What follows belongs to an exercise in optimizing a design on an open flow for small area; a production flow would make more cautious choices.
Only simulation tests tie the RTL to the original design; equivalence was not proved.
Power is estimated from default activity; no workload was simulated.

==> flow/design.v <==
module receiver (
    input  wire       clk,
    input  wire       rst_n,
    input  wire       rx,
    output reg  [2:0] bit_index,
    output reg        sample,
    output reg        data_ready
);
    localparam [1:0] STATE_IDLE = 2'd0;
    localparam [1:0] STATE_START = 2'd1;
    localparam [1:0] STATE_DATA = 2'd2;
    localparam [1:0] STATE_STOP = 2'd3;
    reg [1:0] rx_sync;
    reg [1:0] state;
    reg [7:0] clk_count;
    wire rxs = rx_sync[1];
    always @(posedge clk or negedge rst_n) begin
        if (!rst_n) rx_sync <= 2'b11;
        else rx_sync <= {rx_sync[0], rx};
    end
    always @(posedge clk or negedge rst_n) begin
        if (!rst_n) begin
            state      <= STATE_IDLE;
            data_ready <= 1'b0;
            bit_index  <= 3'd0;
        end else begin
            data_ready <= 1'b0;
            case (state)
                STATE_IDLE: begin
                    if (!rxs) state <= STATE_START;
                end
                STATE_START: begin
                    if (clk_count == 8'd116) state <= rxs ? STATE_IDLE : STATE_DATA;
                end
                STATE_DATA: begin
                    if (clk_count == 8'd233) begin
                        bit_index <= bit_index + 1'b1;
                        if (bit_index == 3'd7) state <= STATE_STOP;
                    end
                end
                default: begin
                    if (clk_count == 8'd233) begin
                        data_ready <= rxs;
                        state      <= STATE_IDLE;
                    end
                end
            endcase
        end
    end
    always @(posedge clk) begin
        if (state == STATE_IDLE || (state == STATE_START && clk_count == 8'd116) || clk_count == 8'd233)
            clk_count <= 8'd0;
        else clk_count <= clk_count + 1'b1;
        if (state == STATE_DATA && clk_count == 8'd233) sample <= rxs;
    end
endmodule
module transmitter (
    input  wire       clk,
    input  wire       rst_n,
    input  wire       start,
    input  wire       fetch_hit,
    input  wire       tap,
    output reg  [2:0] place,
    output wire       idle,
    output wire       taking,
    output reg        tx
);
    localparam [2:0] STATE_IDLE = 3'd0;
    localparam [2:0] STATE_PEND = 3'd1;
    localparam [2:0] STATE_START = 3'd2;
    localparam [2:0] STATE_DATA = 3'd3;
    localparam [2:0] STATE_STOP = 3'd4;
    reg [2:0] state;
    reg [7:0] clk_count;
    reg       next_bit;
    assign idle = state == STATE_IDLE;
    assign taking = state == STATE_PEND;
    wire last = clk_count == 8'd233;
    always @(posedge clk or negedge rst_n) begin
        if (!rst_n) begin
            state <= STATE_IDLE;
            place <= 3'd1;
            tx    <= 1'b1;
        end else begin
            case (state)
                STATE_IDLE: begin
                    tx    <= 1'b1;
                    place <= 3'd1;
                    if (start) state <= STATE_PEND;
                end
                STATE_PEND: begin
                    tx    <= 1'b1;
                    state <= STATE_START;
                end
                STATE_START: begin
                    tx <= 1'b0;
                    if (last) begin
                        state <= STATE_DATA;
                        place <= place + 1'b1;
                    end
                end
                STATE_DATA: begin
                    if (clk_count == 8'd0) tx <= next_bit;
                    if (last) begin
                        place <= place + 1'b1;
                        if (place == 3'd1) state <= STATE_STOP;
                    end
                end
                default: begin
                    tx <= 1'b1;
                    if (last) state <= STATE_IDLE;
                end
            endcase
        end
    end
    always @(posedge clk) begin
        if (state == STATE_IDLE || state == STATE_PEND || last) clk_count <= 8'd0;
        else clk_count <= clk_count + 1'b1;
        if (fetch_hit) next_bit <= tap;
    end
endmodule
module fifo (
    input  wire       clk,
    input  wire       rst_n,
    input  wire       write_en,
    input  wire       write_bit,
    output wire       tap,
    output reg  [4:0] phase_slot,
    output reg  [2:0] phase_bit
);
    reg [143:0] line;
    assign tap = line[143];
    always @(posedge clk) begin
        line <= {line[142:0], write_en ? write_bit : line[143]};
    end
    always @(posedge clk or negedge rst_n) begin
        if (!rst_n) begin
            phase_slot <= 5'd0;
            phase_bit  <= 3'd0;
        end else begin
            phase_bit <= phase_bit + 1'b1;
            if (phase_bit == 3'd7) phase_slot <= (phase_slot == 5'd17) ? 5'd0 : phase_slot + 1'b1;
        end
    end
endmodule
module main (
    input  wire clk,
    input  wire rst_n,
    input  wire rx,
    output wire tx
);
    wire [4:0] phase_slot;
    wire [2:0] phase_bit;
    wire       tap;
    wire [2:0] rx_place;
    wire       rx_bit;
    wire       rx_ready;
    wire [2:0] tx_place;
    wire       tx_idle;
    reg  [4:0] wr_slot;
    reg  [4:0] tx_slot;
    wire       tx_taking;
    wire [4:0] wr_next = (wr_slot == 5'd17) ? 5'd0 : wr_slot + 1'b1;
    wire [4:0] tx_next = (tx_slot == 5'd17) ? 5'd0 : tx_slot + 1'b1;
    wire       empty   = wr_slot == tx_next;
    wire       full    = wr_next == tx_slot;
    fifo line (
        .clk       (clk),
        .rst_n     (rst_n),
        .write_en  ({phase_slot, phase_bit} == {wr_slot, rx_place}),
        .write_bit (rx_bit),
        .tap       (tap),
        .phase_slot(phase_slot),
        .phase_bit (phase_bit)
    );
    receiver uart_receiver (
        .clk       (clk),
        .rst_n     (rst_n),
        .rx        (rx),
        .bit_index (rx_place),
        .sample    (rx_bit),
        .data_ready(rx_ready)
    );
    transmitter uart_transmitter (
        .clk      (clk),
        .rst_n    (rst_n),
        .start    (!empty),
        .fetch_hit({phase_slot, phase_bit} == {tx_slot, tx_place}),
        .tap      (tap),
        .place    (tx_place),
        .idle     (tx_idle),
        .taking   (tx_taking),
        .tx       (tx)
    );
    always @(posedge clk or negedge rst_n) begin
        if (!rst_n) begin
            wr_slot <= 5'd1;
            tx_slot <= 5'd0;
        end else begin
            if (rx_ready && !full) wr_slot <= wr_next;
            if (tx_taking) tx_slot <= tx_next;
        end
    end
endmodule
==> flow/run.sh <==
#!/bin/bash
# synth_recipe.tcl (not shown) runs the flow's synth.tcl, then flattens the netlist and writes it again
# the make line also repeats each setting of config.mk as NAME=value (left out here)
make -C /OpenROAD-flow-scripts/flow DESIGN_CONFIG=/design/flow/config.mk WORK_HOME=/design/flow/orfs CLKGATE_MAP_FILE= SYNTH_SCRIPT=/design/flow/synth_recipe.tcl finish
==> flow/config.mk <==
export PLATFORM = sky130hd
export DESIGN_NAME = main
export DESIGN_NICKNAME = main
export VERILOG_FILES = /design/flow/design.v
export SDC_FILE = /design/flow/constraint.sdc
export NUM_CORES = 4
export LEC_CHECK = 0
export CAP_MARGIN = 20
export CORE_MARGIN = 2
export CORE_UTILIZATION = 40
export SLEW_MARGIN = 20
==> flow/constraint.sdc <==
create_clock -name core_clock -period 37.0 [get_ports {clk}]
set_input_delay 7.4000 -clock core_clock [delete_from_list [all_inputs] [get_ports {clk}]]
set_output_delay 7.4000 -clock core_clock [all_outputs]
set_load 0.01 [all_outputs]
==> summary.txt <==
[worst register-to-register path: cells and delay by family, from the launching register on]
kind / cells / cell delay (ps)
AOI/OAI and AO/OA: 1 / 280
adders and majority gates: 1 / 280
xor gates and xnor gates: 1 / 140
DFF: 1 / 500
and+or+nand+nor: 4 / 1050
[state kept, by name, summed over array words and instances, names as in the netlist]
signal / count
wr_slot: 5
uart_transmitter.place: 3
line.phase_bit: 3
uart_receiver.rx_sync: 2
uart_transmitter.tx: 1
line.phase_slot: 5
uart_receiver.bit_index: 3
uart_receiver.sample: 1
uart_transmitter.state: 3
tx_slot: 5
uart_transmitter.clk_count: 8
uart_receiver.state: 2
uart_receiver.clk_count: 8
uart_transmitter.next_bit: 1
uart_receiver.data_ready: 1
line.line: 144
[layout make-up]
class	count	area, sq um	share of cell area
inverter	12	45.0	0.00690
clock buffer	18	439	0.0673
sequential	195	4100	0.628
clock inverter	14	174	0.0267
tap	180	225	0.0345
multi-input combinational	219	1510	0.231
timing repair buffer	4	37.5	0.00575
[cell families (layout without fill, tap and decap cells)]
group,Yosys count,in the layout,synth area share
AOI/OAI and AO/OA,36,36,0.0381
xor gates and xnor gates,43,43,0.0659
adders and majority gates,18,18,0.0394
buffers and inverters,24,48,0.0191
DFF,195,195,0.717
muxes,10,10,0.0193
and+or+nand+nor,112,112,0.101
[path summary, 6_finish.rpt]
kind	endpoint	startpoint	cells after the start
setup / recovery	tx	uart_transmitter.tx$_DFFE_PN1P_	1
hold / removal	line.line[127]$_DFF_P_	line.line[126]$_DFF_P_	0
setup reg to reg	uart_transmitter.state[0]$_DFFE_PN0P_	tx_slot[0]$_DFFE_PN0P_	7
hold reg to reg	line.line[127]$_DFF_P_	line.line[126]$_DFF_P_	0
max in group asynchronous	uart_transmitter.place[0]$_DFFE_PN1P_	rst_n	2
min in group asynchronous	tx_slot[2]$_DFFE_PN0P_	rst_n	2
[where the power goes]
group	switching [mW]	internal (mW)	total [mW]	leakage (nW)
Combinational	0.000741	0.000264	0.00101	0.705
Sequential	0.0000936	0.211	0.211	1.72
Clock	0.0875	0.0945	0.182	0.296
Total	0.0883	0.305	0.394	2.72
[stage by stage]
stage / cell area (sq um) / instances
global placement: 5910 / 610
floorplan: 5710 / 438
global route: 6520 / 642
detailed placement: 5910 / 610
CTS: 6520 / 642
finish: 6520 / 642
[synthesized netlist by cell type, types with 2 or more instances]
library cell	instances	area [sq um]
a21oi_1	12	60.1
a21o_1	2	15.0
nand3b_1	3	22.5
xnor2_1	29	254
o211ai_1	3	22.5
nor3b_1	2	15.0
nor3_1	6	30.0
mux2i_1	2	20.0
o21ai_1	3	15.0
dfrtp_1	28	701
mux2_1	4	45.0
clkbuf_1	7	26.3
ha_1	18	225
nand2b_1	6	37.5
o21ai_0	9	45.0
buf_2	3	15.0
dfxtp_1	160	3200
nand3_1	15	75.1
buf_6	2	22.5
xor2_1	14	123
nor2_1	36	135
or4_1	2	15.0
nand2_1	16	60.1
dfstp_2	5	131
nand4_1	8	50.1
mux2_2	4	45.0
inv_1	12	45.0
and3_1	6	37.5
edfxtp_1	2	60.1
or3_1	2	12.5
[per-layer routing]
metal | global-route usage | vias up | wire length, um
met1 | 0.167 | 1330 | 4140
met2 | 0.153 | 28 | 3150
li1 | - | 1484 | -
met4 | 0.0426 | 0 | 62
met3 | 0.0484 | 6 | 264
met5 | 0 | - | 0
[cells in the final DEF, fill, tap and decap left out, types with 8 or more instances in the layout]
cell / netlist / routed
nand2_1: 16 / 16
xor2_1: 14 / 14
dfxtp_1: 160 / 160
nand3_1: 15 / 15
ha_1: 18 / 18
o21ai_0: 9 / 9
nor2_1: 36 / 36
a21oi_1: 12 / 12
clkbuf_16: 0 / 17
xnor2_1: 29 / 29
nand4_1: 8 / 8
dfrtp_1: 28 / 28
inv_1: 12 / 12
==> parameters.txt <==
Parameter                              Value

Outcome
  Run status ... timing/DRC/antenna clean

Yosys
  Cell area after synthesis ... 5710 sq um
  Post-Syn Nets ... 459
  Number of enable flip-flop cells after synthesis ... 2
  Ys Warns ... 4
  Post-synthesis sequential element count ... 195
  FFs w/ async S/R, synth ... 0.169
  Sequential cell area fraction in the yosys report ... 0.717
  Syn_area_per_cell ... 13.0 sq um
  Synthesized instance count ... 438
  Most used flip-flop cell after synthesis ... dfxtp_1
  Number of distinct library cells after synthesis ... 47

Die
  Chip height ... 123 um
  Row count ... 43
  Count of pins on the block boundary ... 4
  Width of the chip ... 123 um
  Initial Util ... 0.410
  Die area ... 15300 sq um
  Area of the core ... 13900 sq um

Power
  VDD IR max ... 0.0366 mV
  Power density over the cells ... 60.4 nW/um^2
  Leak Pwr ... 2.72 nW
  PnR Total Power ... 394 uW

Drt
  Via total after detailed routing ... 2848
  ANT nets after route ... 0
  Violation count after the first detailed-route iteration ... 146
  Routed wire length per instance ... 11.9 um
  Post-detailed-routing wire length ... 7.61 mm
  Number of remaining DRC errors ... 0
  Detailed-routing iteration count for the pre-antenna-repair pass ... 4
  Vias per cell ... 4.44

STA
  Min Hold Slack ... 324 ps
  Number of max-slew violations in the final report ... 0
  Post-Route Skew ... 11.6 ps
  Remaining max-slew budget at the tightest pin ... 0.591
  Final count of negative-setup-slack endpoints ... 0
  Worst Tran Pin Value ... 609 ps
  Number of hold-slack violations in the final timing report ... 0
  Highest clock rate ... 113 MHz
  Share of the clock period used by the worst path after layout ... 0.239
  Final worst slack ... 28140 ps
  Period minus WS final ... 8860 ps
  Setup total negative slack ... 0 ps
  Unrepaired setup endpoints after global routing ... false

Setup path
  Crit-path leading delay family ... flip-flops
  Type of the worst setup path ... flip-flop to output pin
  Cell breakdown of the critical path ... clkdlybuf4s50_1
  Req. time, crit path ... 29600 ps
  Number of buffer and inverter stages on the critical path ... 1
  Slowest cell on the critical path ... dfstp_2
  CP Capture Type ... output pin
  Crit start category ... flip-flop
  Delay of the slowest cell on the worst path ... 530 ps
  Worst setup slack for register-to-register paths ... 34650 ps
  Arrival @ worst endpoint ... 1460 ps
  Worst-path maximum fanout ... 2

Layout
  Filler Cells Inserted ... 1204
  Antenna Cells ... 0
  Synthesis-to-layout area growth ... 14.2%
  Fraction of layout instances using a drive strength above 1 ... 0.0974
  Core Util, Final ... 0.468
  Final #Nets ... 470

Clock network
  Clock Pin Slew Worst Setup and Hold Paths ... 70 ps
  Maximum level of the CTS H-tree ... 4
  Clock Latency Late Sink ... 420 ps
  Post_cts resized ... 0
  Clock tree sinks ... 195
  Maximum buffer depth of the clock tree ... 2
  Total of hold buffers inserted after clock tree synthesis ... 0
  Buffer count from post-CTS setup fixing ... 0
  Root buf cell ... clkbuf_16
  CTS tree ... built
  Number of buffers inserted during clock tree synthesis ... 17

Placement
  HPWL after detailed placement ... 4.69 mm
  Count of input and output buffers ... 3
  Worst slack after detailed placement ... 28570 ps
  Final weighted congestion in routability-driven placement ... 0.775

GRT
  Pin count of the biggest net entering global routing ... 34
  Aggregate global routing overflow ... 0
  First-pass GRT wire length ... 13.3 mm
  Vias in the first global route ... 2774
  Global-route total usage across every layer ... 0.116
  Number of antenna violations at the first check in global routing ... 0

Flow run
  Count of max-cap constraint violations ... 0

Worst hold path
  Classification of the worst-slack hold path ... flip-flop to flip-flop

[re-timing with driven ports]
Ports are ideal in the flow. The routed layout listed here was re-timed in OpenROAD.
Step 1, drivers: a clkbuf_16 drives clk and a buf_2 each remaining input, both assumed.
Step 2 moves the port delays by t, midway between the first and last clock arrival at a register: inputs arrive t later, outputs are due t later. That takes back most of the time a late clock gives input paths.
a / b / c = ideal ports / drivers / drivers and shift; a / b = the first two.
t (ns): 0.454
setup slack, ns: 28.142 / 28.102 / 28.556
slew at the worst register clock pin (ns): 0.08 / 0.08
After both steps this run still meets setup and hold. The setup slack of this run moves by -0.040 ns with the drivers and by +0.414 ns with both steps.
